This design comes from an exercise in tuning for small area and a short achievable clock period on the open sky130 flow, not from production work. RTL that was checked went through simulation tests only; none was proved equivalent to the original. Function not checked in runs 2 and 3: the RTL went through the layout flow alone. No activity file was given, so power comes from the tool's default toggle rates.

`flow/config.mk`:
```
export PLATFORM = sky130hd
export DESIGN_NAME = mac
export DESIGN_NICKNAME = mac
export VERILOG_FILES = /design/flow/design.v
export SDC_FILE = /design/flow/constraint.sdc
export NUM_CORES = 4
export LEC_CHECK = 0
export CAP_MARGIN = 20
export CORE_MARGIN = 2
export CORE_UTILIZATION = 40
export SETUP_SLACK_MARGIN = 4
export SLEW_MARGIN = 20
```
`flow/constraint.sdc`:
```
create_clock -name core_clock -period 6.5 [get_ports {clk}]
set_input_delay 1.3000 -clock core_clock [delete_from_list [all_inputs] [get_ports {clk}]]
set_output_delay 1.3000 -clock core_clock [all_outputs]
set_load 0.01 [all_outputs]
```
`flow/design.v`:
```
`timescale 1ns/1ps
module mac (
    input clk,
    input rst,
    input [15:0] a,
    input [15:0] b,
    input [31:0] acc_in,
    output [31:0] acc_out
);
reg [15:0] ar;
reg [7:0] one_r, two_r, neg_r;
reg b15r;
reg [91:0] t0;
reg [31:0] pr;           
reg [2:0] v;             
reg [31:0] t4;           
reg [2:0] g4;            
reg [31:0] s5;           
wire one_d0 = b[0] ^ 1'b0;
wire two_d0 = (b[1] & ~b[0] & ~1'b0) | (~b[1] & b[0] & 1'b0);
wire neg_d0 = b[1];
wire one0 = one_r[0];
wire two0 = two_r[0];
wire neg0 = neg_r[0];
wire one_d1 = b[2] ^ b[1];
wire two_d1 = (b[3] & ~b[2] & ~b[1]) | (~b[3] & b[2] & b[1]);
wire neg_d1 = b[3];
wire one1 = one_r[1];
wire two1 = two_r[1];
wire neg1 = neg_r[1];
wire one_d2 = b[4] ^ b[3];
wire two_d2 = (b[5] & ~b[4] & ~b[3]) | (~b[5] & b[4] & b[3]);
wire neg_d2 = b[5];
wire one2 = one_r[2];
wire two2 = two_r[2];
wire neg2 = neg_r[2];
wire one_d3 = b[6] ^ b[5];
wire two_d3 = (b[7] & ~b[6] & ~b[5]) | (~b[7] & b[6] & b[5]);
wire neg_d3 = b[7];
wire one3 = one_r[3];
wire two3 = two_r[3];
wire neg3 = neg_r[3];
wire one_d4 = b[8] ^ b[7];
wire two_d4 = (b[9] & ~b[8] & ~b[7]) | (~b[9] & b[8] & b[7]);
wire neg_d4 = b[9];
wire one4 = one_r[4];
wire two4 = two_r[4];
wire neg4 = neg_r[4];
wire one_d5 = b[10] ^ b[9];
wire two_d5 = (b[11] & ~b[10] & ~b[9]) | (~b[11] & b[10] & b[9]);
wire neg_d5 = b[11];
wire one5 = one_r[5];
wire two5 = two_r[5];
wire neg5 = neg_r[5];
wire one_d6 = b[12] ^ b[11];
wire two_d6 = (b[13] & ~b[12] & ~b[11]) | (~b[13] & b[12] & b[11]);
wire neg_d6 = b[13];
wire one6 = one_r[6];
wire two6 = two_r[6];
wire neg6 = neg_r[6];
wire one_d7 = b[14] ^ b[13];
wire two_d7 = (b[15] & ~b[14] & ~b[13]) | (~b[15] & b[14] & b[13]);
wire neg_d7 = b[15];
wire one7 = one_r[7];
wire two7 = two_r[7];
wire neg7 = neg_r[7];
wire pp0_0 = (one0 & ar[0]) ^ neg0;
wire pp0_1 = ((one0 & ar[1]) | (two0 & ar[0])) ^ neg0;
wire pp0_2 = ((one0 & ar[2]) | (two0 & ar[1])) ^ neg0;
wire pp0_3 = ((one0 & ar[3]) | (two0 & ar[2])) ^ neg0;
wire pp0_4 = ((one0 & ar[4]) | (two0 & ar[3])) ^ neg0;
wire pp0_5 = ((one0 & ar[5]) | (two0 & ar[4])) ^ neg0;
wire pp0_6 = ((one0 & ar[6]) | (two0 & ar[5])) ^ neg0;
wire pp0_7 = ((one0 & ar[7]) | (two0 & ar[6])) ^ neg0;
wire pp0_8 = ((one0 & ar[8]) | (two0 & ar[7])) ^ neg0;
wire pp0_9 = ((one0 & ar[9]) | (two0 & ar[8])) ^ neg0;
wire pp0_10 = ((one0 & ar[10]) | (two0 & ar[9])) ^ neg0;
wire pp0_11 = ((one0 & ar[11]) | (two0 & ar[10])) ^ neg0;
wire pp0_12 = ((one0 & ar[12]) | (two0 & ar[11])) ^ neg0;
wire pp0_13 = ((one0 & ar[13]) | (two0 & ar[12])) ^ neg0;
wire pp0_14 = ((one0 & ar[14]) | (two0 & ar[13])) ^ neg0;
wire pp0_15 = ((one0 & ar[15]) | (two0 & ar[14])) ^ neg0;
wire pp0_16 = (two0 & ar[15]) ^ neg0;
wire nsg0 = ~neg0;
wire pp1_0 = (one1 & ar[0]) ^ neg1;
wire pp1_1 = ((one1 & ar[1]) | (two1 & ar[0])) ^ neg1;
wire pp1_2 = ((one1 & ar[2]) | (two1 & ar[1])) ^ neg1;
wire pp1_3 = ((one1 & ar[3]) | (two1 & ar[2])) ^ neg1;
wire pp1_4 = ((one1 & ar[4]) | (two1 & ar[3])) ^ neg1;
wire pp1_5 = ((one1 & ar[5]) | (two1 & ar[4])) ^ neg1;
wire pp1_6 = ((one1 & ar[6]) | (two1 & ar[5])) ^ neg1;
wire pp1_7 = ((one1 & ar[7]) | (two1 & ar[6])) ^ neg1;
wire pp1_8 = ((one1 & ar[8]) | (two1 & ar[7])) ^ neg1;
wire pp1_9 = ((one1 & ar[9]) | (two1 & ar[8])) ^ neg1;
wire pp1_10 = ((one1 & ar[10]) | (two1 & ar[9])) ^ neg1;
wire pp1_11 = ((one1 & ar[11]) | (two1 & ar[10])) ^ neg1;
wire pp1_12 = ((one1 & ar[12]) | (two1 & ar[11])) ^ neg1;
wire pp1_13 = ((one1 & ar[13]) | (two1 & ar[12])) ^ neg1;
wire pp1_14 = ((one1 & ar[14]) | (two1 & ar[13])) ^ neg1;
wire pp1_15 = ((one1 & ar[15]) | (two1 & ar[14])) ^ neg1;
wire pp1_16 = (two1 & ar[15]) ^ neg1;
wire nsg1 = ~neg1;
wire pp2_0 = (one2 & ar[0]) ^ neg2;
wire pp2_1 = ((one2 & ar[1]) | (two2 & ar[0])) ^ neg2;
wire pp2_2 = ((one2 & ar[2]) | (two2 & ar[1])) ^ neg2;
wire pp2_3 = ((one2 & ar[3]) | (two2 & ar[2])) ^ neg2;
wire pp2_4 = ((one2 & ar[4]) | (two2 & ar[3])) ^ neg2;
wire pp2_5 = ((one2 & ar[5]) | (two2 & ar[4])) ^ neg2;
wire pp2_6 = ((one2 & ar[6]) | (two2 & ar[5])) ^ neg2;
wire pp2_7 = ((one2 & ar[7]) | (two2 & ar[6])) ^ neg2;
wire pp2_8 = ((one2 & ar[8]) | (two2 & ar[7])) ^ neg2;
wire pp2_9 = ((one2 & ar[9]) | (two2 & ar[8])) ^ neg2;
wire pp2_10 = ((one2 & ar[10]) | (two2 & ar[9])) ^ neg2;
wire pp2_11 = ((one2 & ar[11]) | (two2 & ar[10])) ^ neg2;
wire pp2_12 = ((one2 & ar[12]) | (two2 & ar[11])) ^ neg2;
wire pp2_13 = ((one2 & ar[13]) | (two2 & ar[12])) ^ neg2;
wire pp2_14 = ((one2 & ar[14]) | (two2 & ar[13])) ^ neg2;
wire pp2_15 = ((one2 & ar[15]) | (two2 & ar[14])) ^ neg2;
wire pp2_16 = (two2 & ar[15]) ^ neg2;
wire nsg2 = ~neg2;
wire pp3_0 = (one3 & ar[0]) ^ neg3;
wire pp3_1 = ((one3 & ar[1]) | (two3 & ar[0])) ^ neg3;
wire pp3_2 = ((one3 & ar[2]) | (two3 & ar[1])) ^ neg3;
wire pp3_3 = ((one3 & ar[3]) | (two3 & ar[2])) ^ neg3;
wire pp3_4 = ((one3 & ar[4]) | (two3 & ar[3])) ^ neg3;
wire pp3_5 = ((one3 & ar[5]) | (two3 & ar[4])) ^ neg3;
wire pp3_6 = ((one3 & ar[6]) | (two3 & ar[5])) ^ neg3;
wire pp3_7 = ((one3 & ar[7]) | (two3 & ar[6])) ^ neg3;
wire pp3_8 = ((one3 & ar[8]) | (two3 & ar[7])) ^ neg3;
wire pp3_9 = ((one3 & ar[9]) | (two3 & ar[8])) ^ neg3;
wire pp3_10 = ((one3 & ar[10]) | (two3 & ar[9])) ^ neg3;
wire pp3_11 = ((one3 & ar[11]) | (two3 & ar[10])) ^ neg3;
wire pp3_12 = ((one3 & ar[12]) | (two3 & ar[11])) ^ neg3;
wire pp3_13 = ((one3 & ar[13]) | (two3 & ar[12])) ^ neg3;
wire pp3_14 = ((one3 & ar[14]) | (two3 & ar[13])) ^ neg3;
wire pp3_15 = ((one3 & ar[15]) | (two3 & ar[14])) ^ neg3;
wire pp3_16 = (two3 & ar[15]) ^ neg3;
wire nsg3 = ~neg3;
wire pp4_0 = (one4 & ar[0]) ^ neg4;
wire pp4_1 = ((one4 & ar[1]) | (two4 & ar[0])) ^ neg4;
wire pp4_2 = ((one4 & ar[2]) | (two4 & ar[1])) ^ neg4;
wire pp4_3 = ((one4 & ar[3]) | (two4 & ar[2])) ^ neg4;
wire pp4_4 = ((one4 & ar[4]) | (two4 & ar[3])) ^ neg4;
wire pp4_5 = ((one4 & ar[5]) | (two4 & ar[4])) ^ neg4;
wire pp4_6 = ((one4 & ar[6]) | (two4 & ar[5])) ^ neg4;
wire pp4_7 = ((one4 & ar[7]) | (two4 & ar[6])) ^ neg4;
wire pp4_8 = ((one4 & ar[8]) | (two4 & ar[7])) ^ neg4;
wire pp4_9 = ((one4 & ar[9]) | (two4 & ar[8])) ^ neg4;
wire pp4_10 = ((one4 & ar[10]) | (two4 & ar[9])) ^ neg4;
wire pp4_11 = ((one4 & ar[11]) | (two4 & ar[10])) ^ neg4;
wire pp4_12 = ((one4 & ar[12]) | (two4 & ar[11])) ^ neg4;
wire pp4_13 = ((one4 & ar[13]) | (two4 & ar[12])) ^ neg4;
wire pp4_14 = ((one4 & ar[14]) | (two4 & ar[13])) ^ neg4;
wire pp4_15 = ((one4 & ar[15]) | (two4 & ar[14])) ^ neg4;
wire pp4_16 = (two4 & ar[15]) ^ neg4;
wire nsg4 = ~neg4;
wire pp5_0 = (one5 & ar[0]) ^ neg5;
wire pp5_1 = ((one5 & ar[1]) | (two5 & ar[0])) ^ neg5;
wire pp5_2 = ((one5 & ar[2]) | (two5 & ar[1])) ^ neg5;
wire pp5_3 = ((one5 & ar[3]) | (two5 & ar[2])) ^ neg5;
wire pp5_4 = ((one5 & ar[4]) | (two5 & ar[3])) ^ neg5;
wire pp5_5 = ((one5 & ar[5]) | (two5 & ar[4])) ^ neg5;
wire pp5_6 = ((one5 & ar[6]) | (two5 & ar[5])) ^ neg5;
wire pp5_7 = ((one5 & ar[7]) | (two5 & ar[6])) ^ neg5;
wire pp5_8 = ((one5 & ar[8]) | (two5 & ar[7])) ^ neg5;
wire pp5_9 = ((one5 & ar[9]) | (two5 & ar[8])) ^ neg5;
wire pp5_10 = ((one5 & ar[10]) | (two5 & ar[9])) ^ neg5;
wire pp5_11 = ((one5 & ar[11]) | (two5 & ar[10])) ^ neg5;
wire pp5_12 = ((one5 & ar[12]) | (two5 & ar[11])) ^ neg5;
wire pp5_13 = ((one5 & ar[13]) | (two5 & ar[12])) ^ neg5;
wire pp5_14 = ((one5 & ar[14]) | (two5 & ar[13])) ^ neg5;
wire pp5_15 = ((one5 & ar[15]) | (two5 & ar[14])) ^ neg5;
wire pp5_16 = (two5 & ar[15]) ^ neg5;
wire nsg5 = ~neg5;
wire pp6_0 = (one6 & ar[0]) ^ neg6;
wire pp6_1 = ((one6 & ar[1]) | (two6 & ar[0])) ^ neg6;
wire pp6_2 = ((one6 & ar[2]) | (two6 & ar[1])) ^ neg6;
wire pp6_3 = ((one6 & ar[3]) | (two6 & ar[2])) ^ neg6;
wire pp6_4 = ((one6 & ar[4]) | (two6 & ar[3])) ^ neg6;
wire pp6_5 = ((one6 & ar[5]) | (two6 & ar[4])) ^ neg6;
wire pp6_6 = ((one6 & ar[6]) | (two6 & ar[5])) ^ neg6;
wire pp6_7 = ((one6 & ar[7]) | (two6 & ar[6])) ^ neg6;
wire pp6_8 = ((one6 & ar[8]) | (two6 & ar[7])) ^ neg6;
wire pp6_9 = ((one6 & ar[9]) | (two6 & ar[8])) ^ neg6;
wire pp6_10 = ((one6 & ar[10]) | (two6 & ar[9])) ^ neg6;
wire pp6_11 = ((one6 & ar[11]) | (two6 & ar[10])) ^ neg6;
wire pp6_12 = ((one6 & ar[12]) | (two6 & ar[11])) ^ neg6;
wire pp6_13 = ((one6 & ar[13]) | (two6 & ar[12])) ^ neg6;
wire pp6_14 = ((one6 & ar[14]) | (two6 & ar[13])) ^ neg6;
wire pp6_15 = ((one6 & ar[15]) | (two6 & ar[14])) ^ neg6;
wire pp6_16 = (two6 & ar[15]) ^ neg6;
wire nsg6 = ~neg6;
wire pp7_0 = (one7 & ar[0]) ^ neg7;
wire pp7_1 = ((one7 & ar[1]) | (two7 & ar[0])) ^ neg7;
wire pp7_2 = ((one7 & ar[2]) | (two7 & ar[1])) ^ neg7;
wire pp7_3 = ((one7 & ar[3]) | (two7 & ar[2])) ^ neg7;
wire pp7_4 = ((one7 & ar[4]) | (two7 & ar[3])) ^ neg7;
wire pp7_5 = ((one7 & ar[5]) | (two7 & ar[4])) ^ neg7;
wire pp7_6 = ((one7 & ar[6]) | (two7 & ar[5])) ^ neg7;
wire pp7_7 = ((one7 & ar[7]) | (two7 & ar[6])) ^ neg7;
wire pp7_8 = ((one7 & ar[8]) | (two7 & ar[7])) ^ neg7;
wire pp7_9 = ((one7 & ar[9]) | (two7 & ar[8])) ^ neg7;
wire pp7_10 = ((one7 & ar[10]) | (two7 & ar[9])) ^ neg7;
wire pp7_11 = ((one7 & ar[11]) | (two7 & ar[10])) ^ neg7;
wire pp7_12 = ((one7 & ar[12]) | (two7 & ar[11])) ^ neg7;
wire pp7_13 = ((one7 & ar[13]) | (two7 & ar[12])) ^ neg7;
wire pp7_14 = ((one7 & ar[14]) | (two7 & ar[13])) ^ neg7;
wire pp7_15 = ((one7 & ar[15]) | (two7 & ar[14])) ^ neg7;
wire pp7_16 = (two7 & ar[15]) ^ neg7;
wire nsg7 = ~neg7;
wire pp8_0 = ar[0] & b15r;
wire pp8_1 = ar[1] & b15r;
wire pp8_2 = ar[2] & b15r;
wire pp8_3 = ar[3] & b15r;
wire pp8_4 = ar[4] & b15r;
wire pp8_5 = ar[5] & b15r;
wire pp8_6 = ar[6] & b15r;
wire pp8_7 = ar[7] & b15r;
wire pp8_8 = ar[8] & b15r;
wire pp8_9 = ar[9] & b15r;
wire pp8_10 = ar[10] & b15r;
wire pp8_11 = ar[11] & b15r;
wire pp8_12 = ar[12] & b15r;
wire pp8_13 = ar[13] & b15r;
wire pp8_14 = ar[14] & b15r;
wire pp8_15 = ar[15] & b15r;
wire s_1 = neg5 ^ pp0_10;
wire c_2 = neg5 & pp0_10;
wire s_3 = pp0_11 ^ pp1_9;
wire c_4 = pp0_11 & pp1_9;
wire s_5 = neg6 ^ pp0_12 ^ pp1_10;
wire c_6 = (neg6 & pp0_12) | (neg6 & pp1_10) | (pp0_12 & pp1_10);
wire s_7 = pp2_8 ^ pp3_6;
wire c_8 = pp2_8 & pp3_6;
wire s_9 = pp0_13 ^ pp1_11 ^ pp2_9;
wire c_10 = (pp0_13 & pp1_11) | (pp0_13 & pp2_9) | (pp1_11 & pp2_9);
wire s_11 = pp3_7 ^ pp4_5;
wire c_12 = pp3_7 & pp4_5;
wire s_13 = neg7 ^ pp0_14 ^ pp1_12;
wire c_14 = (neg7 & pp0_14) | (neg7 & pp1_12) | (pp0_14 & pp1_12);
wire s_15 = pp2_10 ^ pp3_8 ^ pp4_6;
wire c_16 = (pp2_10 & pp3_8) | (pp2_10 & pp4_6) | (pp3_8 & pp4_6);
wire s_17 = pp5_4 ^ pp6_2;
wire c_18 = pp5_4 & pp6_2;
wire s_19 = pp0_15 ^ pp1_13 ^ pp2_11;
wire c_20 = (pp0_15 & pp1_13) | (pp0_15 & pp2_11) | (pp1_13 & pp2_11);
wire s_21 = pp3_9 ^ pp4_7 ^ pp5_5;
wire c_22 = (pp3_9 & pp4_7) | (pp3_9 & pp5_5) | (pp4_7 & pp5_5);
wire s_23 = pp6_3 ^ pp7_1;
wire c_24 = pp6_3 & pp7_1;
wire s_25 = pp8_0 ^ pp0_16 ^ pp1_14;
wire c_26 = (pp8_0 & pp0_16) | (pp8_0 & pp1_14) | (pp0_16 & pp1_14);
wire s_27 = pp2_12 ^ pp3_10 ^ pp4_8;
wire c_28 = (pp2_12 & pp3_10) | (pp2_12 & pp4_8) | (pp3_10 & pp4_8);
wire s_29 = pp5_6 ^ pp6_4 ^ pp7_2;
wire c_30 = (pp5_6 & pp6_4) | (pp5_6 & pp7_2) | (pp6_4 & pp7_2);
wire s_31 = neg0 ^ pp8_1 ^ pp1_15;
wire c_32 = (neg0 & pp8_1) | (neg0 & pp1_15) | (pp8_1 & pp1_15);
wire s_33 = pp2_13 ^ pp3_11 ^ pp4_9;
wire c_34 = (pp2_13 & pp3_11) | (pp2_13 & pp4_9) | (pp3_11 & pp4_9);
wire s_35 = pp5_7 ^ pp6_5 ^ pp7_3;
wire c_36 = (pp5_7 & pp6_5) | (pp5_7 & pp7_3) | (pp6_5 & pp7_3);
wire s_37 = neg0 ^ pp8_2 ^ pp1_16;
wire c_38 = (neg0 & pp8_2) | (neg0 & pp1_16) | (pp8_2 & pp1_16);
wire s_39 = pp2_14 ^ pp3_12 ^ pp4_10;
wire c_40 = (pp2_14 & pp3_12) | (pp2_14 & pp4_10) | (pp3_12 & pp4_10);
wire s_41 = pp5_8 ^ pp6_6 ^ pp7_4;
wire c_42 = (pp5_8 & pp6_6) | (pp5_8 & pp7_4) | (pp6_6 & pp7_4);
wire s_43 = nsg1 ^ nsg0 ^ pp8_3;
wire c_44 = (nsg1 & nsg0) | (nsg1 & pp8_3) | (nsg0 & pp8_3);
wire s_45 = pp2_15 ^ pp3_13 ^ pp4_11;
wire c_46 = (pp2_15 & pp3_13) | (pp2_15 & pp4_11) | (pp3_13 & pp4_11);
wire s_47 = pp5_9 ^ pp6_7 ^ pp7_5;
wire c_48 = (pp5_9 & pp6_7) | (pp5_9 & pp7_5) | (pp6_7 & pp7_5);
wire s_49 = ~(pp8_4 ^ pp2_16);
wire c_50 = pp8_4 | pp2_16;
wire s_51 = pp3_14 ^ pp4_12 ^ pp5_10;
wire c_52 = (pp3_14 & pp4_12) | (pp3_14 & pp5_10) | (pp4_12 & pp5_10);
wire s_53 = pp6_8 ^ pp7_6;
wire c_54 = pp6_8 & pp7_6;
wire s_55 = nsg2 ^ pp8_5 ^ pp3_15;
wire c_56 = (nsg2 & pp8_5) | (nsg2 & pp3_15) | (pp8_5 & pp3_15);
wire s_57 = pp4_13 ^ pp5_11 ^ pp6_9;
wire c_58 = (pp4_13 & pp5_11) | (pp4_13 & pp6_9) | (pp5_11 & pp6_9);
wire s_59 = ~(pp8_6 ^ pp3_16);
wire c_60 = pp8_6 | pp3_16;
wire s_61 = pp4_14 ^ pp5_12;
wire c_62 = pp4_14 & pp5_12;
wire s_63 = nsg3 ^ pp8_7 ^ pp4_15;
wire c_64 = (nsg3 & pp8_7) | (nsg3 & pp4_15) | (pp8_7 & pp4_15);
wire s_65 = ~pp8_8;
wire c_66 = pp8_8;
wire s_67 = neg3 ^ pp0_6;
wire c_68 = neg3 & pp0_6;
wire s_69 = pp0_7 ^ pp1_5;
wire c_70 = pp0_7 & pp1_5;
wire s_71 = neg4 ^ pp0_8 ^ pp1_6;
wire c_72 = (neg4 & pp0_8) | (neg4 & pp1_6) | (pp0_8 & pp1_6);
wire s_73 = pp2_4 ^ pp3_2;
wire c_74 = pp2_4 & pp3_2;
wire s_75 = pp0_9 ^ pp1_7 ^ pp2_5;
wire c_76 = (pp0_9 & pp1_7) | (pp0_9 & pp2_5) | (pp1_7 & pp2_5);
wire s_77 = pp3_3 ^ pp4_1;
wire c_78 = pp3_3 & pp4_1;
wire s_79 = pp1_8 ^ pp2_6 ^ pp3_4;
wire c_80 = (pp1_8 & pp2_6) | (pp1_8 & pp3_4) | (pp2_6 & pp3_4);
wire s_81 = pp4_2 ^ pp5_0 ^ s_1;
wire c_82 = (pp4_2 & pp5_0) | (pp4_2 & s_1) | (pp5_0 & s_1);
wire s_83 = pp2_7 ^ pp3_5 ^ pp4_3;
wire c_84 = (pp2_7 & pp3_5) | (pp2_7 & pp4_3) | (pp3_5 & pp4_3);
wire s_85 = pp5_1 ^ c_2 ^ s_3;
wire c_86 = (pp5_1 & c_2) | (pp5_1 & s_3) | (c_2 & s_3);
wire s_87 = pp4_4 ^ pp5_2 ^ pp6_0;
wire c_88 = (pp4_4 & pp5_2) | (pp4_4 & pp6_0) | (pp5_2 & pp6_0);
wire s_89 = c_4 ^ s_7 ^ s_5;
wire c_90 = (c_4 & s_7) | (c_4 & s_5) | (s_7 & s_5);
wire s_91 = pp5_3 ^ pp6_1 ^ c_8;
wire c_92 = (pp5_3 & pp6_1) | (pp5_3 & c_8) | (pp6_1 & c_8);
wire s_93 = s_11 ^ c_6 ^ s_9;
wire c_94 = (s_11 & c_6) | (s_11 & s_9) | (c_6 & s_9);
wire s_95 = pp7_0 ^ c_12 ^ s_17;
wire c_96 = (pp7_0 & c_12) | (pp7_0 & s_17) | (c_12 & s_17);
wire s_97 = c_10 ^ s_13 ^ s_15;
wire c_98 = (c_10 & s_13) | (c_10 & s_15) | (s_13 & s_15);
wire s_99 = c_18 ^ s_23 ^ c_14;
wire c_100 = (c_18 & s_23) | (c_18 & c_14) | (s_23 & c_14);
wire s_101 = c_16 ^ s_19 ^ s_21;
wire c_102 = (c_16 & s_19) | (c_16 & s_21) | (s_19 & s_21);
wire s_103 = c_24 ^ c_20 ^ c_22;
wire c_104 = (c_24 & c_20) | (c_24 & c_22) | (c_20 & c_22);
wire s_105 = s_25 ^ s_27 ^ s_29;
wire c_106 = (s_25 & s_27) | (s_25 & s_29) | (s_27 & s_29);
wire s_107 = c_26 ^ c_28 ^ c_30;
wire c_108 = (c_26 & c_28) | (c_26 & c_30) | (c_28 & c_30);
wire s_109 = s_31 ^ s_33 ^ s_35;
wire c_110 = (s_31 & s_33) | (s_31 & s_35) | (s_33 & s_35);
wire s_111 = c_32 ^ c_34 ^ c_36;
wire c_112 = (c_32 & c_34) | (c_32 & c_36) | (c_34 & c_36);
wire s_113 = s_37 ^ s_39 ^ s_41;
wire c_114 = (s_37 & s_39) | (s_37 & s_41) | (s_39 & s_41);
wire s_115 = s_43 ^ c_38 ^ c_40;
wire c_116 = (s_43 & c_38) | (s_43 & c_40) | (c_38 & c_40);
wire s_117 = c_42 ^ s_45 ^ s_47;
wire c_118 = (c_42 & s_45) | (c_42 & s_47) | (s_45 & s_47);
wire s_119 = c_44 ^ s_49 ^ s_53;
wire c_120 = (c_44 & s_49) | (c_44 & s_53) | (s_49 & s_53);
wire s_121 = c_46 ^ c_48 ^ s_51;
wire c_122 = (c_46 & c_48) | (c_46 & s_51) | (c_48 & s_51);
wire s_123 = pp7_7 ^ c_50 ^ c_54;
wire c_124 = (pp7_7 & c_50) | (pp7_7 & c_54) | (c_50 & c_54);
wire s_125 = c_52 ^ s_55 ^ s_57;
wire c_126 = (c_52 & s_55) | (c_52 & s_57) | (s_55 & s_57);
wire s_127 = pp6_10 ^ pp7_8 ^ s_59;
wire c_128 = (pp6_10 & pp7_8) | (pp6_10 & s_59) | (pp7_8 & s_59);
wire s_129 = s_61 ^ c_56 ^ c_58;
wire c_130 = (s_61 & c_56) | (s_61 & c_58) | (c_56 & c_58);
wire s_131 = pp5_13 ^ pp6_11 ^ pp7_9;
wire c_132 = (pp5_13 & pp6_11) | (pp5_13 & pp7_9) | (pp6_11 & pp7_9);
wire s_133 = c_60 ^ c_62 ^ s_63;
wire c_134 = (c_60 & c_62) | (c_60 & s_63) | (c_62 & s_63);
wire s_135 = s_65 ^ pp4_16 ^ pp5_14;
wire c_136 = (s_65 & pp4_16) | (s_65 & pp5_14) | (pp4_16 & pp5_14);
wire s_137 = pp6_12 ^ pp7_10 ^ c_64;
wire c_138 = (pp6_12 & pp7_10) | (pp6_12 & c_64) | (pp7_10 & c_64);
wire s_139 = nsg4 ^ c_66 ^ pp8_9;
wire c_140 = (nsg4 & c_66) | (nsg4 & pp8_9) | (c_66 & pp8_9);
wire s_141 = pp5_15 ^ pp6_13 ^ pp7_11;
wire c_142 = (pp5_15 & pp6_13) | (pp5_15 & pp7_11) | (pp6_13 & pp7_11);
wire s_143 = ~(pp8_10 ^ pp5_16);
wire c_144 = pp8_10 | pp5_16;
wire s_145 = pp6_14 ^ pp7_12;
wire c_146 = pp6_14 & pp7_12;
wire s_147 = nsg5 ^ pp8_11 ^ pp6_15;
wire c_148 = (nsg5 & pp8_11) | (nsg5 & pp6_15) | (pp8_11 & pp6_15);
wire s_149 = ~pp8_12;
wire c_150 = pp8_12;
wire s_151 = neg2 ^ pp0_4;
wire c_152 = neg2 & pp0_4;
wire s_153 = pp0_5 ^ pp1_3;
wire c_154 = pp0_5 & pp1_3;
wire s_155 = pp1_4 ^ pp2_2 ^ pp3_0;
wire c_156 = (pp1_4 & pp2_2) | (pp1_4 & pp3_0) | (pp2_2 & pp3_0);
wire s_157 = pp2_3 ^ pp3_1 ^ c_68;
wire c_158 = (pp2_3 & pp3_1) | (pp2_3 & c_68) | (pp3_1 & c_68);
wire s_159 = pp4_0 ^ c_70 ^ s_73;
wire c_160 = (pp4_0 & c_70) | (pp4_0 & s_73) | (c_70 & s_73);
wire s_161 = c_74 ^ s_77 ^ c_72;
wire c_162 = (c_74 & s_77) | (c_74 & c_72) | (s_77 & c_72);
wire s_163 = c_78 ^ c_76 ^ s_79;
wire c_164 = (c_78 & c_76) | (c_78 & s_79) | (c_76 & s_79);
wire s_165 = c_80 ^ s_83 ^ c_82;
wire c_166 = (c_80 & s_83) | (c_80 & c_82) | (s_83 & c_82);
wire s_167 = c_84 ^ s_87 ^ c_86;
wire c_168 = (c_84 & s_87) | (c_84 & c_86) | (s_87 & c_86);
wire s_169 = c_88 ^ s_91 ^ c_90;
wire c_170 = (c_88 & s_91) | (c_88 & c_90) | (s_91 & c_90);
wire s_171 = c_92 ^ s_95 ^ c_94;
wire c_172 = (c_92 & s_95) | (c_92 & c_94) | (s_95 & c_94);
wire s_173 = c_96 ^ c_98 ^ s_99;
wire c_174 = (c_96 & c_98) | (c_96 & s_99) | (c_98 & s_99);
wire s_175 = c_100 ^ c_102 ^ s_103;
wire c_176 = (c_100 & c_102) | (c_100 & s_103) | (c_102 & s_103);
wire s_177 = c_104 ^ c_106 ^ s_107;
wire c_178 = (c_104 & c_106) | (c_104 & s_107) | (c_106 & s_107);
wire s_179 = c_108 ^ c_110 ^ s_111;
wire c_180 = (c_108 & c_110) | (c_108 & s_111) | (c_110 & s_111);
wire s_181 = c_112 ^ c_114 ^ s_115;
wire c_182 = (c_112 & c_114) | (c_112 & s_115) | (c_114 & s_115);
wire s_183 = c_116 ^ s_119 ^ c_118;
wire c_184 = (c_116 & s_119) | (c_116 & c_118) | (s_119 & c_118);
wire s_185 = c_120 ^ s_123 ^ c_122;
wire c_186 = (c_120 & s_123) | (c_120 & c_122) | (s_123 & c_122);
wire s_187 = c_124 ^ s_127 ^ c_126;
wire c_188 = (c_124 & s_127) | (c_124 & c_126) | (s_127 & c_126);
wire s_189 = s_131 ^ c_128 ^ c_130;
wire c_190 = (s_131 & c_128) | (s_131 & c_130) | (c_128 & c_130);
wire s_191 = c_132 ^ s_135 ^ c_134;
wire c_192 = (c_132 & s_135) | (c_132 & c_134) | (s_135 & c_134);
wire s_193 = s_139 ^ c_136 ^ s_141;
wire c_194 = (s_139 & c_136) | (s_139 & s_141) | (c_136 & s_141);
wire s_195 = c_140 ^ s_143 ^ s_145;
wire c_196 = (c_140 & s_143) | (c_140 & s_145) | (s_143 & s_145);
wire s_197 = pp7_13 ^ c_144 ^ c_146;
wire c_198 = (pp7_13 & c_144) | (pp7_13 & c_146) | (c_144 & c_146);
wire s_199 = s_149 ^ pp6_16 ^ pp7_14;
wire c_200 = (s_149 & pp6_16) | (s_149 & pp7_14) | (pp6_16 & pp7_14);
wire s_201 = nsg6 ^ c_150 ^ pp8_13;
wire c_202 = (nsg6 & c_150) | (nsg6 & pp8_13) | (c_150 & pp8_13);
wire s_203 = ~pp8_14;
wire c_204 = pp8_14;
wire s_205 = t0[3] ^ t0[4];
wire c_206 = t0[3] & t0[4];
wire s_207 = t0[6] ^ t0[7];
wire c_208 = t0[6] & t0[7];
wire s_209 = t0[8] ^ t0[9] ^ t0[10];
wire c_210 = (t0[8] & t0[9]) | (t0[8] & t0[10]) | (t0[9] & t0[10]);
wire s_211 = t0[11] ^ t0[12] ^ t0[13];
wire c_212 = (t0[11] & t0[12]) | (t0[11] & t0[13]) | (t0[12] & t0[13]);
wire s_213 = t0[14] ^ t0[15] ^ t0[16];
wire c_214 = (t0[14] & t0[15]) | (t0[14] & t0[16]) | (t0[15] & t0[16]);
wire s_215 = t0[17] ^ t0[18] ^ t0[19];
wire c_216 = (t0[17] & t0[18]) | (t0[17] & t0[19]) | (t0[18] & t0[19]);
wire s_217 = t0[20] ^ t0[21] ^ t0[22];
wire c_218 = (t0[20] & t0[21]) | (t0[20] & t0[22]) | (t0[21] & t0[22]);
wire s_219 = t0[23] ^ t0[24] ^ t0[25];
wire c_220 = (t0[23] & t0[24]) | (t0[23] & t0[25]) | (t0[24] & t0[25]);
wire s_221 = t0[26] ^ t0[27] ^ t0[28];
wire c_222 = (t0[26] & t0[27]) | (t0[26] & t0[28]) | (t0[27] & t0[28]);
wire s_223 = t0[29] ^ t0[30] ^ t0[31];
wire c_224 = (t0[29] & t0[30]) | (t0[29] & t0[31]) | (t0[30] & t0[31]);
wire s_225 = t0[32] ^ t0[33] ^ t0[34];
wire c_226 = (t0[32] & t0[33]) | (t0[32] & t0[34]) | (t0[33] & t0[34]);
wire s_227 = t0[35] ^ t0[36] ^ t0[37];
wire c_228 = (t0[35] & t0[36]) | (t0[35] & t0[37]) | (t0[36] & t0[37]);
wire s_229 = t0[38] ^ t0[39] ^ t0[40];
wire c_230 = (t0[38] & t0[39]) | (t0[38] & t0[40]) | (t0[39] & t0[40]);
wire s_231 = t0[41] ^ t0[42] ^ t0[43];
wire c_232 = (t0[41] & t0[42]) | (t0[41] & t0[43]) | (t0[42] & t0[43]);
wire s_233 = t0[44] ^ t0[45] ^ t0[46];
wire c_234 = (t0[44] & t0[45]) | (t0[44] & t0[46]) | (t0[45] & t0[46]);
wire s_235 = t0[47] ^ t0[48] ^ t0[49];
wire c_236 = (t0[47] & t0[48]) | (t0[47] & t0[49]) | (t0[48] & t0[49]);
wire s_237 = t0[50] ^ t0[51] ^ t0[52];
wire c_238 = (t0[50] & t0[51]) | (t0[50] & t0[52]) | (t0[51] & t0[52]);
wire s_239 = t0[53] ^ t0[54] ^ t0[55];
wire c_240 = (t0[53] & t0[54]) | (t0[53] & t0[55]) | (t0[54] & t0[55]);
wire s_241 = t0[56] ^ t0[57] ^ t0[58];
wire c_242 = (t0[56] & t0[57]) | (t0[56] & t0[58]) | (t0[57] & t0[58]);
wire s_243 = t0[59] ^ t0[60] ^ t0[61];
wire c_244 = (t0[59] & t0[60]) | (t0[59] & t0[61]) | (t0[60] & t0[61]);
wire s_245 = t0[62] ^ t0[63] ^ t0[64];
wire c_246 = (t0[62] & t0[63]) | (t0[62] & t0[64]) | (t0[63] & t0[64]);
wire s_247 = t0[65] ^ t0[66] ^ t0[67];
wire c_248 = (t0[65] & t0[66]) | (t0[65] & t0[67]) | (t0[66] & t0[67]);
wire s_249 = t0[68] ^ t0[69] ^ t0[70];
wire c_250 = (t0[68] & t0[69]) | (t0[68] & t0[70]) | (t0[69] & t0[70]);
wire s_251 = t0[71] ^ t0[72] ^ t0[73];
wire c_252 = (t0[71] & t0[72]) | (t0[71] & t0[73]) | (t0[72] & t0[73]);
wire s_253 = t0[74] ^ t0[75] ^ t0[76];
wire c_254 = (t0[74] & t0[75]) | (t0[74] & t0[76]) | (t0[75] & t0[76]);
wire s_255 = t0[77] ^ t0[78] ^ t0[79];
wire c_256 = (t0[77] & t0[78]) | (t0[77] & t0[79]) | (t0[78] & t0[79]);
wire s_257 = t0[80] ^ t0[81] ^ t0[82];
wire c_258 = (t0[80] & t0[81]) | (t0[80] & t0[82]) | (t0[81] & t0[82]);
wire s_259 = t0[83] ^ t0[84] ^ t0[85];
wire c_260 = (t0[83] & t0[84]) | (t0[83] & t0[85]) | (t0[84] & t0[85]);
wire s_261 = t0[86] ^ t0[87] ^ t0[88];
wire c_262 = (t0[86] & t0[87]) | (t0[86] & t0[88]) | (t0[87] & t0[88]);
wire s_263 = t0[89] ^ t0[90] ^ t0[91];
wire c_264 = (t0[89] & t0[90]) | (t0[89] & t0[91]) | (t0[90] & t0[91]);
wire [31:0] row0 = {c_262, c_260, c_258, c_256, c_254, c_252, c_250, c_248, c_246, c_244, c_242, c_240, c_238, c_236, c_234, c_232, c_230, c_228, c_226, c_224, c_222, c_220, c_218, c_216, c_214, c_212, c_210, c_208, c_206, s_205, t0[2], t0[0]};
wire [31:0] row1 = {s_263, s_261, s_259, s_257, s_255, s_253, s_251, s_249, s_247, s_245, s_243, s_241, s_239, s_237, s_235, s_233, s_231, s_229, s_227, s_225, s_223, s_221, s_219, s_217, s_215, s_213, s_211, s_209, s_207, t0[5], 1'b0, t0[1]};
wire [31:0] prod = row0 + row1;
wire [31:0] pg = pr & {32{v[2]}};
wire [8:0] bs_0 = {1'b0, pg[7:0]} + {1'b0, acc_in[7:0]};
wire [8:0] bs_1 = {1'b0, pg[15:8]} + {1'b0, acc_in[15:8]};
wire [8:0] bs_2 = {1'b0, pg[23:16]} + {1'b0, acc_in[23:16]};
wire [8:0] bs_3 = {1'b0, pg[31:24]} + {1'b0, acc_in[31:24]};
wire rc_0 = 1'b0;
wire rc_1 = g4[0] | (rc_0 & (&t4[7:0]));
wire rc_2 = g4[1] | (rc_1 & (&t4[15:8]));
wire rc_3 = g4[2] | (rc_2 & (&t4[23:16]));
wire [31:0] sum = {(t4[31:24] + {7'd0, rc_3}), (t4[23:16] + {7'd0, rc_2}), (t4[15:8] + {7'd0, rc_1}), (t4[7:0] + {7'd0, rc_0})};
always @(posedge clk) begin
    ar <= a;
    one_r <= {one_d7, one_d6, one_d5, one_d4, one_d3, one_d2, one_d1, one_d0};
    two_r <= {two_d7, two_d6, two_d5, two_d4, two_d3, two_d2, two_d1, two_d0};
    neg_r <= {neg_d7, neg_d6, neg_d5, neg_d4, neg_d3, neg_d2, neg_d1, neg_d0};
    b15r <= b[15];
    t0 <= {pp8_15, nsg7, c_204, pp7_16, s_203, c_202, pp7_15, s_201, c_200, c_148, s_199, c_198, s_147, s_197, c_196, c_142, s_195, c_194, c_138, s_193, c_192, s_137, s_191, c_190, s_133, s_189, c_188, s_129, s_187, c_186, s_125, s_185, c_184, s_121, s_183, c_182, s_117, s_181, c_180, s_113, s_179, c_178, s_109, s_177, c_176, s_105, s_175, c_174, s_101, s_173, c_172, s_97, s_171, c_170, s_93, s_169, c_168, s_89, s_167, c_166, s_85, s_165, c_164, s_81, s_163, c_162, s_75, s_161, c_160, s_71, s_159, c_158, s_69, s_157, c_156, s_67, s_155, c_154, pp2_1, s_153, c_152, pp2_0, pp1_2, s_151, pp1_1, pp0_3, pp1_0, pp0_2, neg1, pp0_1, pp0_0, neg0};
    pr <= prod;
end
always @(posedge clk or posedge rst) begin
  if (rst) v <= 3'd0;
  else v <= {v[1:0], 1'b1};
end
always @(posedge clk or posedge rst) begin
  if (rst) begin
    t4 <= 32'd0; g4 <= 3'd0; s5 <= 32'd0;
  end else begin
    t4 <= {bs_3[7:0], bs_2[7:0], bs_1[7:0], bs_0[7:0]};
    g4 <= {bs_2[8], bs_1[8], bs_0[8]};
    s5 <= sum;
  end
end
assign acc_out = s5;
endmodule
```
`flow/run.sh`:
```
#!/bin/bash
# synth_recipe.tcl (not shown) runs the flow's synth.tcl, then flattens the netlist and writes it again
# the make line also repeats each setting of config.mk as NAME=value (left out here)
make -C /OpenROAD-flow-scripts/flow DESIGN_CONFIG=/design/flow/config.mk WORK_HOME=/design/flow/orfs CLKGATE_MAP_FILE= SYNTH_SCRIPT=/design/flow/synth_recipe.tcl finish
```
==> run_results.csv, run 1 <==
group,metric,value,unit
synthesis,synth_commonest_cells,"180 x xnor2_1, 164 x dfxtp_1, 122 x a22oi_1",
floorplan,std_cell_rows,67,
clock_tree,cts_tree,"done",
sta,fin_crit_sh,41.40,%
synthesis,synth_area,13760,sq um
synthesis,synthDominantCellAreaShare,23.87,%
clock_tree,clk_path_buf_depth,3,
synthesis,postSynthAreaPerCell,10.69,sq um
drt,route.top_layer_used,"met4",
worst_setup_path,cpPeakStageDelay,0.49,ns
sta,timing.setup.tns,0,ns
drt,wl_met1,14820,microns
clock_tree,htreeDepth,1,
grt,grt_pass1_vias,9459,
power,power_leakage,7.063,nW
synthesis,synthTopCellsByArea,"dfxtp_1 24%, fa_1 16%, dfrtp_1 13%",
sta,setup_viol,0,
grt,grt_max_degree,71,
run_status,status,"no timing/DRC/antenna violations",
synthesis,ys.flop_type,"dfxtp_1",
sta,rsz0062_at_grt,"true",
clock_tree,cts_buffers,27,
floorplan,die_x,189.5,microns
drt,wl_per_cell,16.92,microns
floorplan,ios,98,
placement,dp_cells,1750,
final_layout,finalInstanceArea,17020,sq um
grt,grt_pass1_wl,49940,microns
clock_tree,path_clk_slew,0.06,ns
sta,layout_min_cycle_time,2.691,ns
synthesis,synth_cell_types,49,
final_layout,final_net_count,1653,
synthesis,synth-edff-count,0,
floorplan,start_util,40.82,%
clock_tree,clock_latency,0.56,ns
drt,first_pass_iters,5,
clock_tree,clock-sinks,234,
drt,drtAntennaViolNets,0,
placement,place_congestion,0.8566,
drt,drc_errors,0,
power,power_density,567.2,nW/um^2
synthesis,synthArstFlopShare,29.91,%
run,cap_violations,0,
synthesis,synth_most_common_cell,"xnor2_1",
worst_setup_path,slowest_stage,"fa_1",
synthesis,ys_warn_count,1,
final_layout,area_growth,23.68,%
floorplan,core,33700,sq um
sta,skew,0.01549,ns
worst_setup_path,start_kind,"flop",
floorplan,dieArea,35890,sq um
sta,slew_headroom,43.88,%
placement,placed_cell_area,15170,sq um
drt,via_count,9290,
worst_setup_path,worstPathCellList,"fa_1, ha_1, o21a_1, a211o_1, buf_6, buf_6, a31oi_4, a211oi_4, o21bai_1, a21oi_2, xor2_1",
sta,worst_pin_slew,0.8419,ns
worst_setup_path,arrival,3.13,ns
synthesis,synth-seq-cells,234,
drt,avgViaCountPerCell,5.011,
worst_setup_path,crit_top_cell,"buf_6",
clock_tree,cts-root-buf,"clkbuf_16",
grt,grtUsageTotal,17.25,%
worst_setup_path,regToRegSetupSlack,3.81,ns
synthesis,synth.yosys.seq_area_share,36.60,%
synthesis,synthCells,1287,
drt,met2_length,13850,microns
drt,drtIter0Drc,694,
final_layout,n_fill_cell,3008,
power,ir_worst_vdd,0.3431,mV
sta,finalMaxSlewViolations,0,
drt,wl,31380,microns
placement,port_buffers,97,
synthesis,yosysTopAreaCell,"dfxtp_1",
final_layout,final_cells,1854,
synthesis,syn_nets,1553,
worst_setup_path,end_kind,"flop",
placement,dpl.hpwl,21640,microns
final_layout,drive_gt1_share,17.07,%
worst_hold_path,hp-class,"flop to flop",
floorplan,fp.dieH,189.5,microns
final_layout,n_antenna_cell,0,
worst_setup_path,cp.required,6.94,ns
sta,hold_violations,0,
grt,overflow,0,
worst_setup_path,crit_type,"flop to flop",
grt,antenna_found_initial,0,
sta,fin_hold_ws,0.3434,ns
sta,fmax,371.6,MHz
drt,wl_met3,1883,microns
worst_setup_path,crit_fanout,2,
-- power by group --
group / switching [W] / internal [W] / leakage (nW)
clock: 0.000594 / 0.000839 / 0.424
combinational: 0.00301 / 0.00284 / 4.43
sequential: 0.000311 / 0.00205 / 2.21
total: 0.00392 / 0.00573 / 7.06
-- critical path: cells and delay by family (launching register included) --
family / cells / cell delay (ns)
AO/OA/AOI/OAI: 6 / 1.07
flip-flops: 1 / 0.32
XOR/XNOR: 1 / 0.15
adder cells (fa/ha/maj): 2 / 0.80
buffers and inverters: 2 / 0.25
-- cell usage in the layout (no fill, tap or decap), types with 5 or more instances in the layout --
master / count
a22oi_1: 117
a211oi_2: 5
dfrtp_1: 69
ha_4: 19
nand2b_1: 11
a211oi_1: 5
a21o_1: 18
buf_6: 6
a211o_1: 5
dlygate4sd2_1: 7
inv_1: 85
clkbuf_16: 27
dfxtp_1: 126
clkdlybuf4s15_1: 33
o21ai_1: 16
a21oi_1: 26
a22oi_2: 5
clkbuf_1: 5
nand2_1: 54
xnor2_1: 178
and2_1: 43
nand3_1: 14
o21bai_1: 6
nand3b_1: 7
fa_2: 5
inv_2: 8
buf_4: 52
clkinv_2: 9
nand4_1: 6
ha_2: 7
o21ai_0: 21
dfxtp_4: 34
xor2_1: 33
ha_1: 62
clkdlybuf4s50_1: 55
fa_1: 107
nor2_1: 23
a21oi_2: 11
and3_1: 7
-- final timing paths --
path,start,end,depth (start not counted)
setup / recovery,t0[8]$_DFF_P_,pr[28]$_DFF_P_,11
hold / removal,v[0]$_DFF_PP0_,v[1]$_DFF_PP0_,0
setup reg to reg,t0[8]$_DFF_P_,pr[28]$_DFF_P_,11
hold reg to reg,v[0]$_DFF_PP0_,v[1]$_DFF_PP0_,0
max in group asynchronous,rst,v[2]$_DFF_PP0_,3
min in group asynchronous,rst,s5[16]$_DFF_PP0_,3
-- per-stage QoR --
step                total power, W  util [%]  setup WS [ns]
floorplan                 0.005895         -          3.901
detailed placement        0.007152     45.02          3.207
CTS                       0.009301     49.03          3.756
global placement          0.007083     45.02          3.261
global route               0.01042     50.49          3.712
finish                    0.009650     50.49          3.809
-- state kept, by name (all words and copies together), names as in the netlist --
signal,flops
g4,3
neg_r,8
two_r,8
ar,16
t4,32
t0,92
pr,32
s5,32
v,3
one_r,8
-- cell type report --
| cell class | instances | area, sq um | area share, % |
|---|---|---|---|
| Inverter | 96 | 370.4 | 2.177 |
| Multi-Input combinational cell | 869 | 8581 | 50.43 |
| Tap cell | 448 | 560.5 | 3.294 |
| Sequential cell | 234 | 5171 | 30.39 |
| Timing Repair Buffer | 159 | 1485 | 8.729 |
| Clock buffer | 35 | 735.7 | 4.324 |
| Clock inverter | 13 | 111.4 | 0.6545 |
-- layer usage --
metal / vias up / track usage (%)
li1: 4495 / -
met1: 4441 / 24.68
met2: 297 / 26.53
met3: 57 / 3.003
met4: 0 / 5.575
met5: - / 0
-- kinds of logic (layout without fill, tap and decap cells) --
group,count (synthesis),in the layout,synth area share (%)
buffers and inverters,184,303,5.020
adders and majority gates,200,200,24.30
AOI/OAI and AO/OA,272,272,13.57
xor gates and xnor gates,213,213,13.56
and+or+nand+nor,183,183,6.921
other,1,1,0.02726
DFF,234,234,36.60
-- timing repair --
item / CTS / global route
gates resized for setup: 187 / 62
endpoints found under the hold margin: 0 / 0
hold buffers: 0 / 0
buffers inserted: 21 / 35
setup endpoints to repair: 92 / 37
pin swaps: 40 / 31
==> inputs of run 2 (changes only) <==
--- a/flow/design.v
+++ b/flow/design.v
@@ -12,8 +12,9 @@
 reg b15r;
 reg [91:0] t0;
-reg [31:0] pr;           
+reg [31:0] bs3;          
+reg [6:0] bc3;           
 reg [2:0] v;             
 reg [31:0] t4;           
-reg [2:0] g4;            
+reg [6:0] g4;            
 reg [31:0] s5;           
 wire one_d0 = b[0] ^ 1'b0;
@@ -491,15 +492,26 @@
 wire [31:0] row0 = {c_262, c_260, c_258, c_256, c_254, c_252, c_250, c_248, c_246, c_244, c_242, c_240, c_238, c_236, c_234, c_232, c_230, c_228, c_226, c_224, c_222, c_220, c_218, c_216, c_214, c_212, c_210, c_208, c_206, s_205, t0[2], t0[0]};
 wire [31:0] row1 = {s_263, s_261, s_259, s_257, s_255, s_253, s_251, s_249, s_247, s_245, s_243, s_241, s_239, s_237, s_235, s_233, s_231, s_229, s_227, s_225, s_223, s_221, s_219, s_217, s_215, s_213, s_211, s_209, s_207, t0[5], 1'b0, t0[1]};
-wire [31:0] prod = row0 + row1;
-wire [31:0] pg = pr & {32{v[2]}};
-wire [8:0] bs_0 = {1'b0, pg[7:0]} + {1'b0, acc_in[7:0]};
-wire [8:0] bs_1 = {1'b0, pg[15:8]} + {1'b0, acc_in[15:8]};
-wire [8:0] bs_2 = {1'b0, pg[23:16]} + {1'b0, acc_in[23:16]};
-wire [8:0] bs_3 = {1'b0, pg[31:24]} + {1'b0, acc_in[31:24]};
-wire rc_0 = 1'b0;
-wire rc_1 = g4[0] | (rc_0 & (&t4[7:0]));
-wire rc_2 = g4[1] | (rc_1 & (&t4[15:8]));
-wire rc_3 = g4[2] | (rc_2 & (&t4[23:16]));
-wire [31:0] sum = {(t4[31:24] + {7'd0, rc_3}), (t4[23:16] + {7'd0, rc_2}), (t4[15:8] + {7'd0, rc_1}), (t4[7:0] + {7'd0, rc_0})};
+wire [4:0] cs_0 = {1'b0, row0[3:0]} + {1'b0, row1[3:0]};
+wire [4:0] cs_1 = {1'b0, row0[7:4]} + {1'b0, row1[7:4]};
+wire [4:0] cs_2 = {1'b0, row0[11:8]} + {1'b0, row1[11:8]};
+wire [4:0] cs_3 = {1'b0, row0[15:12]} + {1'b0, row1[15:12]};
+wire [4:0] cs_4 = {1'b0, row0[19:16]} + {1'b0, row1[19:16]};
+wire [4:0] cs_5 = {1'b0, row0[23:20]} + {1'b0, row1[23:20]};
+wire [4:0] cs_6 = {1'b0, row0[27:24]} + {1'b0, row1[27:24]};
+wire [4:0] cs_7 = {1'b0, row0[31:28]} + {1'b0, row1[31:28]};
+wire [31:0] bs_d = {cs_7[3:0], cs_6[3:0], cs_5[3:0], cs_4[3:0], cs_3[3:0], cs_2[3:0], cs_1[3:0], cs_0[3:0]};
+wire [6:0] bc_d = {cs_6[4], cs_5[4], cs_4[4], cs_3[4], cs_2[4], cs_1[4], cs_0[4]};
+wire [31:0] xg = bs3 & {32{v[2]}};
+wire [6:0] cg = bc3 & {7{v[2]}};
+wire [4:0] bs_0 = {1'b0, xg[3:0]} + {1'b0, acc_in[3:0]};
+wire [4:0] bs_1 = {1'b0, xg[7:4]} + {1'b0, acc_in[7:4]} + {4'd0, cg[0]};
+wire [4:0] bs_2 = {1'b0, xg[11:8]} + {1'b0, acc_in[11:8]} + {4'd0, cg[1]};
+wire [4:0] bs_3 = {1'b0, xg[15:12]} + {1'b0, acc_in[15:12]} + {4'd0, cg[2]};
+wire [4:0] bs_4 = {1'b0, xg[19:16]} + {1'b0, acc_in[19:16]} + {4'd0, cg[3]};
+wire [4:0] bs_5 = {1'b0, xg[23:20]} + {1'b0, acc_in[23:20]} + {4'd0, cg[4]};
+wire [4:0] bs_6 = {1'b0, xg[27:24]} + {1'b0, acc_in[27:24]} + {4'd0, cg[5]};
+wire [4:0] bs_7 = {1'b0, xg[31:28]} + {1'b0, acc_in[31:28]} + {4'd0, cg[6]};
+wire [31:0] gsp = {1'b0, 1'b0, 1'b0, g4[6], 1'b0, 1'b0, 1'b0, g4[5], 1'b0, 1'b0, 1'b0, g4[4], 1'b0, 1'b0, 1'b0, g4[3], 1'b0, 1'b0, 1'b0, g4[2], 1'b0, 1'b0, 1'b0, g4[1], 1'b0, 1'b0, 1'b0, g4[0], 1'b0, 1'b0, 1'b0, 1'b0};
+wire [31:0] sum = t4 + gsp;
 always @(posedge clk) begin
     ar <= a;
@@ -509,5 +521,6 @@
     b15r <= b[15];
     t0 <= {pp8_15, nsg7, c_204, pp7_16, s_203, c_202, pp7_15, s_201, c_200, c_148, s_199, c_198, s_147, s_197, c_196, c_142, s_195, c_194, c_138, s_193, c_192, s_137, s_191, c_190, s_133, s_189, c_188, s_129, s_187, c_186, s_125, s_185, c_184, s_121, s_183, c_182, s_117, s_181, c_180, s_113, s_179, c_178, s_109, s_177, c_176, s_105, s_175, c_174, s_101, s_173, c_172, s_97, s_171, c_170, s_93, s_169, c_168, s_89, s_167, c_166, s_85, s_165, c_164, s_81, s_163, c_162, s_75, s_161, c_160, s_71, s_159, c_158, s_69, s_157, c_156, s_67, s_155, c_154, pp2_1, s_153, c_152, pp2_0, pp1_2, s_151, pp1_1, pp0_3, pp1_0, pp0_2, neg1, pp0_1, pp0_0, neg0};
-    pr <= prod;
+    bs3 <= bs_d;
+    bc3 <= bc_d;
 end
 always @(posedge clk or posedge rst) begin
@@ -517,8 +530,8 @@
 always @(posedge clk or posedge rst) begin
   if (rst) begin
-    t4 <= 32'd0; g4 <= 3'd0; s5 <= 32'd0;
+    t4 <= 32'd0; g4 <= 7'd0; s5 <= 32'd0;
   end else begin
-    t4 <= {bs_3[7:0], bs_2[7:0], bs_1[7:0], bs_0[7:0]};
-    g4 <= {bs_2[8], bs_1[8], bs_0[8]};
+    t4 <= {bs_7[3:0], bs_6[3:0], bs_5[3:0], bs_4[3:0], bs_3[3:0], bs_2[3:0], bs_1[3:0], bs_0[3:0]};
+    g4 <= {bs_6[4], bs_5[4], bs_4[4], bs_3[4], bs_2[4], bs_1[4], bs_0[4]};
     s5 <= sum;
   end
==> run 2 against run 1 <==
Clock skew is 0.0021 ns lower. Highest routed layer unchanged. Still clean. Critical path depth is 4 lower. Combinational power is 51% lower. Final cell count is 5.8% lower. Global-route usage is 0.87 points lower. Routed wire length is 8.4% lower. First-iteration DRC count is 16% lower. Fmax is 8.8% higher. Via count is 8.3% lower. Synthesized cell count is 5.9% lower. Hold slack better by 0.0034 ns. Die area is 0.52% lower.
==> run_results.csv, run 2 <==
group,metric,value,unit
worst_setup_path,worstRegToRegCells,7,
floorplan,dieArea,35700,sq um
clock_tree,cts-root-buf,"clkbuf_16",
sta,fin_hold_ws,0.3468,ns
placement,port_buffers,97,
final_layout,n_antenna_cell,0,
sta,skew,0.01340,ns
sta,worst_pin_slew,0.8962,ns
final_layout,final_cell_mix,"176 x xnor2_1, 135 x dfxtp_1, 127 x fa_1, 120 x a22oi_1, 111 x inv_1",
worst_setup_path,slowest_stage,"fa_1",
synthesis,synth_fa_ha_area_share,26.61,%
sta,fin_crit_sh,38.05,%
synthesis,synth.yosys.seq_area_share,38.55,%
sta,fmax,404.3,MHz
grt,overflow,0,
drt,wl_per_cell,16.47,microns
synthesis,synth_most_common_cell,"xnor2_1",
clock_tree,cts_hold_buf,0,
power,switching_share,34.16,%
drt,met2_length,12620,microns
power,internal-power,0.004482,W
synthesis,synth_top_family_by_area,"adder cells",
synthesis,synthDominantCellAreaShare,25.02,%
synthesis,synthSimpleGateAreaFrac,5.459,%
worst_setup_path,end_kind,"flop",
floorplan,fp.dieH,189.0,microns
drt,drtAntennaViolNets,0,
power,clockPowerShare,21.5,%
synthesis,postSynthAreaPerCell,11.30,sq um
sta,finalWorstSetupSlack,4.027,ns
synthesis,synth_cell_types,41,
worst_setup_path,crit_type,"flop to flop",
final_layout,area_growth,18.21,%
drt,avgViaCountPerCell,4.880,
synthesis,synth-edff-count,0,
clock_tree,clk_path_buf_depth,3,
sta,setup_viol,0,
synthesis,synth_commonest_cells,"179 x xnor2_1, 171 x dfxtp_1, 130 x fa_1",
drt,drc_errors,0,
final_layout,final_util,48.12,%
synthesis,yosysTopAreaCell,"dfxtp_1",
sta,rsz0062_at_grt,"true",
worst_setup_path,cpPeakStageDelay,0.63,ns
sta,finalMaxSlewViolations,0,
sta,layout_min_cycle_time,2.473,ns
drt,wl_met3,2254,microns
clock_tree,clock-sinks,245,
worst_setup_path,start_kind,"flop",
final_layout,layout_commonest_cell,"xnor2_1",
clock_tree,path_clk_slew,0.06,ns
final_layout,drive_gt1_share,9.707,%
synthesis,muxShareOfSynthArea,0,%
floorplan,start_util,40.70,%
clock_tree,clock_latency,0.53,ns
worst_setup_path,crit_fanout,17,
synthesis,synthCells,1211,
drt,route.top_layer_used,"met4",
synthesis,synthArstFlopShare,30.20,%
sta,hold_violations,0,
drt,wl_met1,13350,microns
synthesis,synth_area,13680,sq um
placement,pre_cts_ws,3.399,ns
grt,grt_max_degree,75,
synthesis,ys.flop_type,"dfxtp_1",
placement,place_congestion,0.8857,
synthesis,synth-xor-area-share,13.06,%
worst_setup_path,crit_top_cell,"fa_1",
sta,timing.setup.tns,0,ns
sta,slew_headroom,40.25,%
power,power_leakage,7.021,nW
grt,antenna_found_initial,0,
synthesis,ys_warn_count,1,
floorplan,die_x,189.0,microns
worst_setup_path,cp.required,6.90,ns
clock_tree,htreeDepth,1,
synthesis,synthTopCellsByArea,"dfxtp_1 25%, fa_1 19%, dfrtp_1 14%",
final_layout,top_register,"t0",
drt,wl,28750,microns
drt,via_count,8520,
synthesis,syn_nets,1490,
drt,first_pass_iters,7,
power,ir_worst_vdd,0.2066,mV
floorplan,core,33620,sq um
grt,grtUsageTotal,16.38,%
power,pwr-share-seq,36.4,%
synthesis,synth-seq-cells,245,
clock_tree,cts_tree,"done",
run,cap_violations,0,
run_status,status,"no timing/DRC/antenna violations",
floorplan,std_cell_rows,67,
power,comb_power_share,42.0,%
drt,drtIter0Drc,581,
final_layout,final_net_count,1560,
worst_setup_path,arrival,2.87,ns
grt,grt_pass1_wl,46970,microns
placement,dpl.hpwl,20450,microns
final_layout,largest_reg_flops,92,
power,power_density,420.8,nW/um^2
worst_setup_path,worstPathCellList,"a22oi_1, xnor2_1, fa_1, inv_1, fa_1, inv_1, fa_1",
synthesis,synth_compound_area_share,10.69,%
grt,grt_pass1_vias,8764,
worst_hold_path,hp-class,"flop to flop",
power,power.switching,0.002325,W
clock_tree,cts_buffers,27,
floorplan,ios,98,
worst_hold_path,hold_depth,0,
-- run 2: changes by cell type after synthesis, sizes merged, moves of 7 or more --
cell    delta
and2      -13
dfxtp      +7
inv       +23
xor2       -8
nand3      -9
nor2      -21
o21ai     -22
a21oi     -18
a211oi    -11
a21o      +11
fa        +18
clkbuf     -8
-- run 2: final timing paths --
| path | start | endpoint | slack (ns) |
|---|---|---|---|
| worst min-delay path | v[1]$_DFF_PP0_ | v[2]$_DFF_PP0_ | 0.35 |
| max in group asynchronous | rst | s5[2]$_DFF_PP0_ | 4.49 |
| worst min register to register | v[1]$_DFF_PP0_ | v[2]$_DFF_PP0_ | 0.35 |
| min in group asynchronous | rst | s5[21]$_DFF_PP0_ | 1.45 |
| worst max-delay path | ar[10]$_DFF_P_ | t0[42]$_DFF_P_ | 4.03 |
| worst max register to register | ar[10]$_DFF_P_ | t0[42]$_DFF_P_ | 4.03 |
-- run 2: layer usage --
metal  up-vias  track usage [%]
li1       4070                -
met1      4065            23.27
met2       331            25.57
met3        54            3.188
met4         0            4.417
met5         -                0
-- run 2: what timing repair did --
| action | CTS | global route |
|---|---|---|
| buffers inserted | 5 | 16 |
| gates resized for setup | 95 | 40 |
| pin swaps | 0 | 0 |
| endpoints found under the setup margin | 65 | 32 |
| gates cloned | 0 | 0 |
-- run 2: critical path: cells and delay by family, from the launching register on --
kind            cells  cell delay, ns
flops               1            0.49
fa+ha+maj           3            1.39
buf+inv             2            0.16
compound gates      1            0.15
xor+xnor            1            0.16
-- run 2: cells by family (layout without fill, tap and decap cells) --
logic type               count (synthesis)  in the layout
adder cells (fa/ha/maj)                213            213
flip-flops                             245            245
AO/OA/AOI/OAI                          204            204
AND/OR/NAND/NOR                        141            141
other                                    1              1
buffers and inverters                  203            290
XOR/XNOR                               204            204
-- run 2: power groups by stage --
stage | registers [W] | logic, W | clock network (W)
after floorplan | 0.00243 | 0.00214 | 0
after global placement | 0.00251 | 0.00287 | 0
after detailed placement | 0.00252 | 0.00293 | 0
after CTS | 0.00248 | 0.00289 | 0.00152
after global routing | 0.00255 | 0.00333 | 0.00158
final | 0.00248 | 0.00286 | 0.00147
-- run 2: through the flow --
stage	std cells	power [W]	instance area, sq um
final	1746	0.006807	16180
after global routing	1746	0.007466	16180
after CTS	1730	0.006891	15940
after detailed placement	1679	0.005453	14950
after global placement	1679	0.005375	14950
after floorplan	1211	0.004571	13760
-- run 2: final cells by class --
type / count / area, sq um
Clock buffer: 40 / 837.1
Clock inverter: 6 / 41.29
Fill cell: 3027 / 17440
Inverter: 120 / 470.5
Multi-Input combinational cell: 763 / 7671
Sequential cell: 245 / 5398
Tap cell: 448 / 560.5
Timing Repair Buffer: 124 / 1197
==> inputs of run 3 (changes only) <==
--- a/flow/config.mk
+++ b/flow/config.mk
@@ -9,4 +9,4 @@
 export CORE_MARGIN = 2
 export CORE_UTILIZATION = 40
-export SETUP_SLACK_MARGIN = 4
+export SETUP_SLACK_MARGIN = 4.3
 export SLEW_MARGIN = 20
==> run 3 against run 2 <==
Design area up 11%. Core utilization up 5.1 points. Synthesized area unchanged. Power up 6.1%. Sequential cell count unchanged. Critical endpoint is now t0[63]$_DFF_P_. Largest cell class unchanged. Highest routed layer unchanged.
==> run_results.csv, run 3 <==
group,metric,value,unit
run_status,status,"no timing/DRC/antenna violations",
grt,grt_pass1_wl,51170,microns
sta,fin_crit_sh,36.51,%
synthesis,synth.yosys.seq_area_share,38.55,%
clock_tree,path_clk_slew,0.06,ns
worst_hold_path,hold_depth,0,
synthesis,synthArstFlopShare,30.20,%
floorplan,dieArea,35700,sq um
worst_hold_path,hold_path_end,"s5[1]$_DFF_PP0_",
worst_setup_path,crit_family,"adder cells",
power,pwr-share-seq,33.9,%
synthesis,ys_warn_count,1,
worst_setup_path,worstRegToRegCells,6,
power,switching_share,33.83,%
drt,avgViaCountPerCell,4.888,
floorplan,start_util,40.70,%
worst_setup_path,cpPeakStageDelay,0.53,ns
worst_setup_path,start_kind,"flop",
synthesis,synthTopCellsByArea,"dfxtp_1 25%, fa_1 19%, dfrtp_1 14%",
final_layout,top_register,"t0",
worst_setup_path,regToRegSetupSlack,4.13,ns
synthesis,syn_nets,1490,
floorplan,fp.dieH,189.0,microns
grt,grtUsageTotal,18.16,%
synthesis,postSynthAreaPerCell,11.30,sq um
final_layout,area_growth,30.85,%
worst_setup_path,arrival,2.85,ns
sta,finalMaxSlewViolations,0,
synthesis,synth-seq-cells,245,
synthesis,synthDominantCellAreaShare,25.02,%
worst_hold_path,hp-start,"t4[1]$_DFF_PP0_",
floorplan,core,33620,sq um
floorplan,die_x,189.0,microns
grt,overflow,0,
final_layout,largest_reg_flops,92,
sta,slew_headroom,41.84,%
synthesis,synth-edff-count,0,
power,power_leakage,7.775,nW
power,internal-power,0.004778,W
placement,dp_cells,1679,
sta,timing.setup.tns,0,ns
worst_setup_path,slowest_stage,"fa_2",
worst_setup_path,worstPathCellList,"buf_4, a22oi_2, xnor2_2, fa_2, fa_2, fa_2",
synthesis,yosysTopAreaCell,"dfxtp_1",
final_layout,final_cell_mix,"149 x xnor2_1, 134 x dfxtp_1, 99 x buf_4, 83 x inv_1, 79 x ha_1",
final_layout,final_cells,1855,
clock_tree,clock-sinks,245,
sta,setup_viol,0,
placement,place_congestion,0.8504,
worst_hold_path,hp-class,"flop to flop",
placement,port_buffers,97,
run,cap_violations,0,
synthesis,ys.flop_type,"dfxtp_1",
worst_setup_path,cp.required,6.98,ns
final_layout,drive_gt1_share,31.49,%
grt,grt_max_degree,75,
placement,dpl.hpwl,20590,microns
worst_setup_path,r2r-start,"one_r[3]$_DFF_P_",
worst_setup_path,cp_num_buf_inv,1,
synthesis,synth_most_common_cell,"xnor2_1",
power,power_density,403.3,nW/um^2
final_layout,layout_commonest_cell,"xnor2_1",
floorplan,std_cell_rows,67,
sta,worst_pin_slew,0.8724,ns
sta,skew,0.01499,ns
grt,antenna_found_initial,0,
worst_setup_path,timing.rr.end,"t0[63]$_DFF_P_",
drt,drtIter0Drc,585,
drt,drtAntennaViolNets,0,
clock_tree,clk_path_buf_depth,3,
power,ir_worst_vdd,0.2054,mV
clock_tree,cts_buffers,28,
clock_tree,htreeDepth,1,
clock_tree,cts_hold_buf,0,
sta,hold_violations,0,
synthesis,synth_area,13680,sq um
power,total_power,0.007221,W
drt,via_count,9068,
grt,grt_pass1_vias,9459,
sta,finalWorstSetupSlack,4.127,ns
sta,layout_min_cycle_time,2.373,ns
clock_tree,clock_latency,0.54,ns
drt,drc_errors,0,
clock_tree,cts-root-buf,"clkbuf_16",
sta,fmax,421.3,MHz
power,power.switching,0.002443,W
power,comb_power_share,42.9,%
power,clockPowerShare,23.2,%
worst_setup_path,end_kind,"flop",
final_layout,n_antenna_cell,0,
worst_setup_path,crit_type,"flop to flop",
worst_setup_path,crit_fanout,6,
clock_tree,cts_tree,"done",
synthesis,synthCells,1211,
final_layout,final_net_count,1665,
drt,wl_per_cell,17.10,microns
floorplan,ios,98,
sta,rsz0062_at_grt,"true",
synthesis,synth_cell_types,41,
placement,pre_cts_ws,3.440,ns
drt,first_pass_iters,5,
worst_setup_path,crit_top_cell,"fa_2",
synthesis,synth_commonest_cells,"179 x xnor2_1, 171 x dfxtp_1, 130 x fa_1",
drt,wl,31730,microns
## run 3: cell counts after synthesis
Identical to the previous run, type by type.
## run 3: cells by family after synthesis
logic type | synth area share (%)
compound gates | 10.69
simple gates | 5.459
other cells | 0.02741
xor+xnor | 13.06
buf+inv | 5.605
fa+ha+maj | 26.61
flops | 38.55
## run 3: what timing repair did
item	CTS	global route
gates resized for setup	277	67
endpoints found under the setup margin	110	70
setup buffers	110	15
pin swaps	56	37
## run 3: worst max path at each step
stage,from,end,slack [ns],depth (start not counted)
global placement,neg_r[0]$_DFF_P_,t0[54]$_DFF_P_,3.44,4
floorplan,ar[14]$_DFF_P_,t0[45]$_DFF_P_,4.04,9
global route,ar[10]$_DFF_P_,t0[45]$_DFF_P_,4.07,8
finish,one_r[3]$_DFF_P_,t0[63]$_DFF_P_,4.13,6
CTS,ar[10]$_DFF_P_,t0[45]$_DFF_P_,4.11,8
detailed placement,neg_r[0]$_DFF_P_,t0[54]$_DFF_P_,3.44,4
## run 3: per-layer routing
layer / part of all wire, % / wire length, microns / global-route usage (%)
met1: 44 / 14110 / 24.88
met2: 45 / 14410 / 29.01
met3: 7.0 / 2221 / 3.188
met4: 3.1 / 984 / 6.400
met5: 0 / 0 / 0
## run 3: power groups by stage
stage / combinational (W) / clock, W / sequential (W)
2_1_floorplan: 0.00224 / 0 / 0.00243
3_3_place_gp: 0.00292 / 0 / 0.00252
3_5_place_dp: 0.00300 / 0 / 0.00253
4_1_cts: 0.00308 / 0.00172 / 0.00245
5_1_grt: 0.00359 / 0.00179 / 0.00251
6_report: 0.00310 / 0.00168 / 0.00245
## run 3: layout make-up
class / instances / area [sq um]
Fill cell: 2871 / 15710
Tap cell: 448 / 560.5
Multi-Input combinational cell: 763 / 8346
Sequential cell: 245 / 5411
Inverter: 120 / 525.5
Timing Repair Buffer: 228 / 2061
Clock buffer: 41 / 822.0
Clock inverter: 10 / 178.9
## run 3: stage by stage
step	cell area [sq um]	util, %	hold WS [ns]
2_1_floorplan	14600	-	0.3300
6_report	17900	53.26	0.3471
3_5_place_dp	15290	45.49	0.3347
5_1_grt	17900	53.26	0.3488
4_1_cts	17490	52.03	0.3483
3_3_place_gp	15290	45.49	0.3320

Re-timed with assumed drivers on the ports (clkbuf_16 on the clock, buf_2 on other inputs), run 3 has 4.116 ns of setup slack against 4.127 ns with ideal ports, and 3.789 ns once port delays also move by the mid clock arrival of 0.585 ns.
